This is an optimization exercise on Yosys and OpenROAD, whose aim is small area and a short achievable clock period, not a production implementation. At most, simulation tests tie the RTL to the original design; equivalence was not proved.

==> 11-08: inputs <==
Design MultiTop, start of the top module:
module MultiTop(
    input             clk,
    input      [31:0] a,
    input      [31:0] b,
    output reg [31:0] prod
);
    reg  [31:0] a_q;
    reg  [31:0] b_q;
    wire [31:0] p;
    Multi multi(
        .a(a_q),
        .b(b_q),
        .prod(p)
    );
    always @(posedge clk) begin
        a_q  <= a;
        b_q  <= b;
        prod <= p;
    end
endmodule
clock: 17.0 ns
lec_check: 0
cap_margin: 50
core_margin: 2
core_utilization: 40
slew_margin: 75
synth_hierarchical: 1
synth_minimum_keep_size: 0
standard.sh (not shown) runs the stock make flow with config.mk's settings and CLKGATE_MAP_FILE= SYNTH_SCRIPT=/design/flow/synth_recipe.tcl, a recipe that flattens the netlist after the stock synthesis.
==> flow/flow/run.sh <==
#!/bin/bash
# The standard layout (the standard.sh, standard synthesis included), except that the
# buffers buffer_ports puts on every input and output port are buf_1 cells rather than the
# clkdlybuf4s50_1 delay cells it picks by default. The make output goes to standard.log;
# ORFS keeps each step's own log under orfs/logs/.
set -euo pipefail
bash standard.sh BUFFER_PORTS_ARGS="-buffer_cell sky130_fd_sc_hd__buf_1" finish > standard.log 2>&1
==> inputs of 06-12, as changes to 11-08 <==
--- a/flow/design.v
+++ b/flow/design.v
@@ -26,17 +26,20 @@
 module HA(input a, input b, output s, output co);
     assign s = a ^ b;
     assign co = a & b;
 endmodule
 module BENC(input b2, input b1, input b0, output onen, output twon, output neg);
-    wire t, onen2;
-    XNOR xone(.a(b1), .b(b0), .y(onen));
-    XNOR xone2(.a(b1), .b(b0), .y(onen2));
+    wire one, t;
+    XOR2 xone(.a(b1), .b(b0), .y(one));
+    INV ione(.a(one), .y(onen));
     XOR2 xt(.a(b2), .b(b1), .y(t));
-    NAND2 ntwo(.a(t), .b(onen2), .y(twon));
+    NAND2 ntwo(.a(t), .b(one), .y(twon));
     assign neg = b2 & ~(b1 & b0);
 endmodule
+module INV(input a, output y);
+    assign y = ~a;
+endmodule
 module NAND2(input a, input b, output y);
     assign y = ~(a & b);
 endmodule
 module XOR2(input a, input b, output y);
     assign y = a ^ b;
@@ -806,11 +809,11 @@
     FA fa72(.a(pp6[7]), .b(pp7[5]), .c(pp8[3]), .s(w179), .co(w180));
     FA fa73(.a(pp9[1]), .b(w158), .c(w160), .s(w181), .co(w182));
     FA fa74(.a(w162), .b(w175), .c(w177), .s(w183), .co(w184));
     FA fa75(.a(w179), .b(w164), .c(w166), .s(w185), .co(w186));
     FA fa76(.a(w181), .b(w183), .c(w168), .s(w187), .co(w188));
-    FA fa77(.a(w185), .b(w170), .c(w187), .s(w189), .co(w190));
+    FA fa77(.a(w170), .b(w185), .c(w187), .s(w189), .co(w190));
     HA ha19(.a(w172), .b(w174), .s(w191), .co(w192));
     FA fa78(.a(neg10), .b(pp0[20]), .c(pp1[18]), .s(w193), .co(w194));
     FA fa79(.a(pp2[16]), .b(pp3[14]), .c(pp4[12]), .s(w195), .co(w196));
     FA fa80(.a(pp5[10]), .b(pp6[8]), .c(pp7[6]), .s(w197), .co(w198));
     FA fa81(.a(pp8[4]), .b(pp9[2]), .c(pp10[0]), .s(w199), .co(w200));
@@ -1103,38 +1106,38 @@
     AND2 pand25_23(.a(p25), .b(P24_23), .y(P25_23));
     wire G27_26;
     AO21 gao27_26(.a1(p27), .a2(g26), .b1(g27), .x(G27_26));
     wire P27_26;
     AND2 pand27_26(.a(p27), .b(p26), .y(P27_26));
+    wire G28_26;
+    AO21 gao28_26(.a1(p28), .a2(G27_26), .b1(g28), .x(G28_26));
+    wire P28_26;
+    AND2 pand28_26(.a(p28), .b(P27_26), .y(P28_26));
     wire G26_23;
     AO21 gao26_23(.a1(p26), .a2(G25_23), .b1(g26), .x(G26_23));
     wire P26_23;
     AND2 pand26_23(.a(p26), .b(P25_23), .y(P26_23));
     wire G27_23;
     AO21 gao27_23(.a1(P27_26), .a2(G25_23), .b1(G27_26), .x(G27_23));
     wire P27_23;
     AND2 pand27_23(.a(P27_26), .b(P25_23), .y(P27_23));
-    wire G29_28;
-    AO21 gao29_28(.a1(p29), .a2(g28), .b1(g29), .x(G29_28));
-    wire P29_28;
-    AND2 pand29_28(.a(p29), .b(p28), .y(P29_28));
-    wire G30_28;
-    AO21 gao30_28(.a1(p30), .a2(G29_28), .b1(g30), .x(G30_28));
-    wire P30_28;
-    AND2 pand30_28(.a(p30), .b(P29_28), .y(P30_28));
     wire G28_23;
-    AO21 gao28_23(.a1(p28), .a2(G27_23), .b1(g28), .x(G28_23));
+    AO21 gao28_23(.a1(P28_26), .a2(G25_23), .b1(G28_26), .x(G28_23));
     wire P28_23;
-    AND2 pand28_23(.a(p28), .b(P27_23), .y(P28_23));
+    AND2 pand28_23(.a(P28_26), .b(P25_23), .y(P28_23));
+    wire G30_29;
+    AO21 gao30_29(.a1(p30), .a2(g29), .b1(g30), .x(G30_29));
+    wire P30_29;
+    AND2 pand30_29(.a(p30), .b(p29), .y(P30_29));
     wire G29_23;
-    AO21 gao29_23(.a1(P29_28), .a2(G27_23), .b1(G29_28), .x(G29_23));
+    AO21 gao29_23(.a1(p29), .a2(G28_23), .b1(g29), .x(G29_23));
     wire P29_23;
-    AND2 pand29_23(.a(P29_28), .b(P27_23), .y(P29_23));
+    AND2 pand29_23(.a(p29), .b(P28_23), .y(P29_23));
     wire G30_23;
-    AO21 gao30_23(.a1(P30_28), .a2(G27_23), .b1(G30_28), .x(G30_23));
+    AO21 gao30_23(.a1(P30_29), .a2(G28_23), .b1(G30_29), .x(G30_23));
     wire P30_23;
-    AND2 pand30_23(.a(P30_28), .b(P27_23), .y(P30_23));
+    AND2 pand30_23(.a(P30_29), .b(P28_23), .y(P30_23));
     wire G23_6;
     AO21 gao23_6(.a1(p23), .a2(G22_6), .b1(g23), .x(G23_6));
     wire G24_6;
     AO21 gao24_6(.a1(P24_23), .a2(G22_6), .b1(G24_23), .x(G24_6));
     wire G25_6;
@@ -1195,12 +1198,12 @@
     XOR2 txw481(.a(w478), .b(w444), .y(w481));
     XOR2 txw482(.a(w446), .b(w448), .y(w482));
     XOR2 txw483(.a(w450), .b(w479), .y(w483));
     XOR2 txw484(.a(w480), .b(w481), .y(w484));
     XOR2 txw485(.a(w482), .b(w483), .y(w485));
-    XOR2 txw486(.a(w452), .b(w484), .y(w486));
-    XOR2 txw487(.a(w454), .b(w485), .y(w487));
+    XOR2 txw486(.a(w452), .b(w454), .y(w486));
+    XOR2 txw487(.a(w484), .b(w485), .y(w487));
     XOR2 txw488(.a(w486), .b(w487), .y(w488));
     XOR2 txw489(.a(w456), .b(w488), .y(w489));
     XOR2 txw490(.a(w458), .b(w489), .y(w490));
     XOR2 txw491(.a(w490), .b(w460), .y(w491));
     XOR2 txw492(.a(w491), .b(w462), .y(w492));
==> flow/run.sh (new file) <==
#!/bin/bash
# synth_recipe.tcl (not shown) runs the flow's synth.tcl, then flattens the netlist and writes it again
# the make line also repeats each setting of config.mk as NAME=value (left out here)
make -C /OpenROAD-flow-scripts/flow DESIGN_CONFIG=/design/flow/config.mk WORK_HOME=/design/flow/orfs CLKGATE_MAP_FILE= SYNTH_SCRIPT=/design/flow/synth_recipe.tcl finish
CAP_MARGIN = 20   (was 50)
SLEW_MARGIN = 80   (was 75)
removed: flow/flow/run.sh
removed: flow/standard.sh
==> inputs of 09-01, as changes to 11-08 <==
--- a/flow/design.v
+++ b/flow/design.v
@@ -26,17 +26,20 @@
 module HA(input a, input b, output s, output co);
     assign s = a ^ b;
     assign co = a & b;
 endmodule
 module BENC(input b2, input b1, input b0, output onen, output twon, output neg);
-    wire t, onen2;
-    XNOR xone(.a(b1), .b(b0), .y(onen));
-    XNOR xone2(.a(b1), .b(b0), .y(onen2));
+    wire one, t;
+    XOR2 xone(.a(b1), .b(b0), .y(one));
+    INV ione(.a(one), .y(onen));
     XOR2 xt(.a(b2), .b(b1), .y(t));
-    NAND2 ntwo(.a(t), .b(onen2), .y(twon));
+    NAND2 ntwo(.a(t), .b(one), .y(twon));
     assign neg = b2 & ~(b1 & b0);
 endmodule
+module INV(input a, output y);
+    assign y = ~a;
+endmodule
 module NAND2(input a, input b, output y);
     assign y = ~(a & b);
 endmodule
 module XOR2(input a, input b, output y);
     assign y = a ^ b;
@@ -806,11 +809,11 @@
     FA fa72(.a(pp6[7]), .b(pp7[5]), .c(pp8[3]), .s(w179), .co(w180));
     FA fa73(.a(pp9[1]), .b(w158), .c(w160), .s(w181), .co(w182));
     FA fa74(.a(w162), .b(w175), .c(w177), .s(w183), .co(w184));
     FA fa75(.a(w179), .b(w164), .c(w166), .s(w185), .co(w186));
     FA fa76(.a(w181), .b(w183), .c(w168), .s(w187), .co(w188));
-    FA fa77(.a(w185), .b(w170), .c(w187), .s(w189), .co(w190));
+    FA fa77(.a(w170), .b(w185), .c(w187), .s(w189), .co(w190));
     HA ha19(.a(w172), .b(w174), .s(w191), .co(w192));
     FA fa78(.a(neg10), .b(pp0[20]), .c(pp1[18]), .s(w193), .co(w194));
     FA fa79(.a(pp2[16]), .b(pp3[14]), .c(pp4[12]), .s(w195), .co(w196));
     FA fa80(.a(pp5[10]), .b(pp6[8]), .c(pp7[6]), .s(w197), .co(w198));
     FA fa81(.a(pp8[4]), .b(pp9[2]), .c(pp10[0]), .s(w199), .co(w200));
@@ -1103,38 +1106,38 @@
     AND2 pand25_23(.a(p25), .b(P24_23), .y(P25_23));
     wire G27_26;
     AO21 gao27_26(.a1(p27), .a2(g26), .b1(g27), .x(G27_26));
     wire P27_26;
     AND2 pand27_26(.a(p27), .b(p26), .y(P27_26));
+    wire G28_26;
+    AO21 gao28_26(.a1(p28), .a2(G27_26), .b1(g28), .x(G28_26));
+    wire P28_26;
+    AND2 pand28_26(.a(p28), .b(P27_26), .y(P28_26));
     wire G26_23;
     AO21 gao26_23(.a1(p26), .a2(G25_23), .b1(g26), .x(G26_23));
     wire P26_23;
     AND2 pand26_23(.a(p26), .b(P25_23), .y(P26_23));
     wire G27_23;
     AO21 gao27_23(.a1(P27_26), .a2(G25_23), .b1(G27_26), .x(G27_23));
     wire P27_23;
     AND2 pand27_23(.a(P27_26), .b(P25_23), .y(P27_23));
-    wire G29_28;
-    AO21 gao29_28(.a1(p29), .a2(g28), .b1(g29), .x(G29_28));
-    wire P29_28;
-    AND2 pand29_28(.a(p29), .b(p28), .y(P29_28));
-    wire G30_28;
-    AO21 gao30_28(.a1(p30), .a2(G29_28), .b1(g30), .x(G30_28));
-    wire P30_28;
-    AND2 pand30_28(.a(p30), .b(P29_28), .y(P30_28));
     wire G28_23;
-    AO21 gao28_23(.a1(p28), .a2(G27_23), .b1(g28), .x(G28_23));
+    AO21 gao28_23(.a1(P28_26), .a2(G25_23), .b1(G28_26), .x(G28_23));
     wire P28_23;
-    AND2 pand28_23(.a(p28), .b(P27_23), .y(P28_23));
+    AND2 pand28_23(.a(P28_26), .b(P25_23), .y(P28_23));
+    wire G30_29;
+    AO21 gao30_29(.a1(p30), .a2(g29), .b1(g30), .x(G30_29));
+    wire P30_29;
+    AND2 pand30_29(.a(p30), .b(p29), .y(P30_29));
     wire G29_23;
-    AO21 gao29_23(.a1(P29_28), .a2(G27_23), .b1(G29_28), .x(G29_23));
+    AO21 gao29_23(.a1(p29), .a2(G28_23), .b1(g29), .x(G29_23));
     wire P29_23;
-    AND2 pand29_23(.a(P29_28), .b(P27_23), .y(P29_23));
+    AND2 pand29_23(.a(p29), .b(P28_23), .y(P29_23));
     wire G30_23;
-    AO21 gao30_23(.a1(P30_28), .a2(G27_23), .b1(G30_28), .x(G30_23));
+    AO21 gao30_23(.a1(P30_29), .a2(G28_23), .b1(G30_29), .x(G30_23));
     wire P30_23;
-    AND2 pand30_23(.a(P30_28), .b(P27_23), .y(P30_23));
+    AND2 pand30_23(.a(P30_29), .b(P28_23), .y(P30_23));
     wire G23_6;
     AO21 gao23_6(.a1(p23), .a2(G22_6), .b1(g23), .x(G23_6));
     wire G24_6;
     AO21 gao24_6(.a1(P24_23), .a2(G22_6), .b1(G24_23), .x(G24_6));
     wire G25_6;
@@ -1195,12 +1198,12 @@
     XOR2 txw481(.a(w478), .b(w444), .y(w481));
     XOR2 txw482(.a(w446), .b(w448), .y(w482));
     XOR2 txw483(.a(w450), .b(w479), .y(w483));
     XOR2 txw484(.a(w480), .b(w481), .y(w484));
     XOR2 txw485(.a(w482), .b(w483), .y(w485));
-    XOR2 txw486(.a(w452), .b(w484), .y(w486));
-    XOR2 txw487(.a(w454), .b(w485), .y(w487));
+    XOR2 txw486(.a(w452), .b(w454), .y(w486));
+    XOR2 txw487(.a(w484), .b(w485), .y(w487));
     XOR2 txw488(.a(w486), .b(w487), .y(w488));
     XOR2 txw489(.a(w456), .b(w488), .y(w489));
     XOR2 txw490(.a(w458), .b(w489), .y(w490));
     XOR2 txw491(.a(w490), .b(w460), .y(w491));
     XOR2 txw492(.a(w491), .b(w462), .y(w492));
==> flow/run.sh (new file) <==
#!/bin/bash
# synth_recipe.tcl (not shown) runs the flow's synth.tcl, then flattens the netlist and writes it again
# the make line also repeats each setting of config.mk as NAME=value (left out here)
make -C /OpenROAD-flow-scripts/flow DESIGN_CONFIG=/design/flow/config.mk WORK_HOME=/design/flow/orfs CLKGATE_MAP_FILE= SYNTH_SCRIPT=/design/flow/synth_recipe.tcl finish
CAP_MARGIN = 20   (was 50)
SLEW_MARGIN = 85   (was 75)
removed: flow/flow/run.sh
removed: flow/standard.sh
==> inputs of 07-28, as changes to 11-08 <==
==> flow/flow/run.sh (replaced) <==
#!/bin/bash
# The standard layout (the standard.sh, standard synthesis included), with two changes:
# - buffer_ports puts buf_1 cells on the ports rather than clkdlybuf4s50_1 delay cells;
# - before the placement-stage repair_design, flow/fanout.tcl sets a max fanout, so that
#   repair_design buffers the high-fanout select nets.
# The make output goes to standard.log; ORFS keeps each step's own log under orfs/logs/.
set -euo pipefail
bash standard.sh BUFFER_PORTS_ARGS="-buffer_cell sky130_fd_sc_hd__buf_1" PRE_RESIZE_TCL="$(pwd)/flow/fanout.tcl" finish > standard.log 2>&1
==> flow/flow/fanout.tcl (new file) <==
# Buffer high-fanout nets (the Booth select lines): repair_design splits any net above this fanout.
set_max_fanout 8 [current_design]
CAP_MARGIN = 20   (was 50)
SLEW_MARGIN = 20   (was 75)
==> comparison <==
- 06-12 went through all stages and came out clean. 07-28 finished with timing, DRC and antenna clean. 11-08 passed the timing, DRC and antenna checks. 09-01 finished with timing, DRC and antenna clean.
- Core utilization: 09-01 > 06-12 > 07-28 > 11-08.
- Sequential share of layout area: 06-12 is lower than 11-08 (1.7 points).
- Clock skew, lowest first: 06-12, 11-08, 07-28, 09-01.
- Non-clock buffer count: 09-01 is higher than 06-12 (415).
- Global-route usage: 11-08 < 06-12 < 07-28 < 09-01.
- Against 09-01, the count of clock-buffer cells in the layout of 06-12 is higher by 1.
- In 06-12 the worst setup slack is better than in 09-01, by 1.3 ns.
- The lowest design area belongs to 11-08, the highest to 09-01.
No functional check of the RTL was part of 06-12 and 09-01.

## re-timing with driven ports
In the flow no input, the clock included, has a driving cell. The finished layouts below were timed again as built, in two steps.
Step 1 (the two cells are an assumption about what drives the block):
set clk [get_ports {clk}]
set_driving_cell -lib_cell sky130_fd_sc_hd__clkbuf_16 $clk
set_driving_cell -lib_cell sky130_fd_sc_hd__buf_2 [delete_from_list [all_inputs] $clk]
Step 2 adds t to the input delays and takes it off the output delays; t is the mean of the earliest and latest rising clock arrival at the registers after step 1. Input paths then give back, and output paths get back, about the clock's delay inside the block.
a / b / c = ideal / step 1 / step 2; a / b = the first two.
run	t, ns	setup WS [ns]	hold slack, ns	latest minus earliest clock arrival (ns)	pins driven straight from the clock port
11-08	0.416	11.462 / 11.462 / 11.462	0.874 / 0.874 / 0.874	0.015 / 0.015	1
06-12	0.422	11.288 / 11.288 / 11.288	0.955 / 0.955 / 0.955	0.013 / 0.013	1
09-01	0.457	9.973 / 9.973 / 9.973	1.015 / 1.015 / 1.015	0.018 / 0.019	1
07-28	0.426	6.656 / 6.656 / 6.656	0.951 / 0.951 / 0.951	0.016 / 0.016	1
After both steps setup and hold are still met in every run listed.
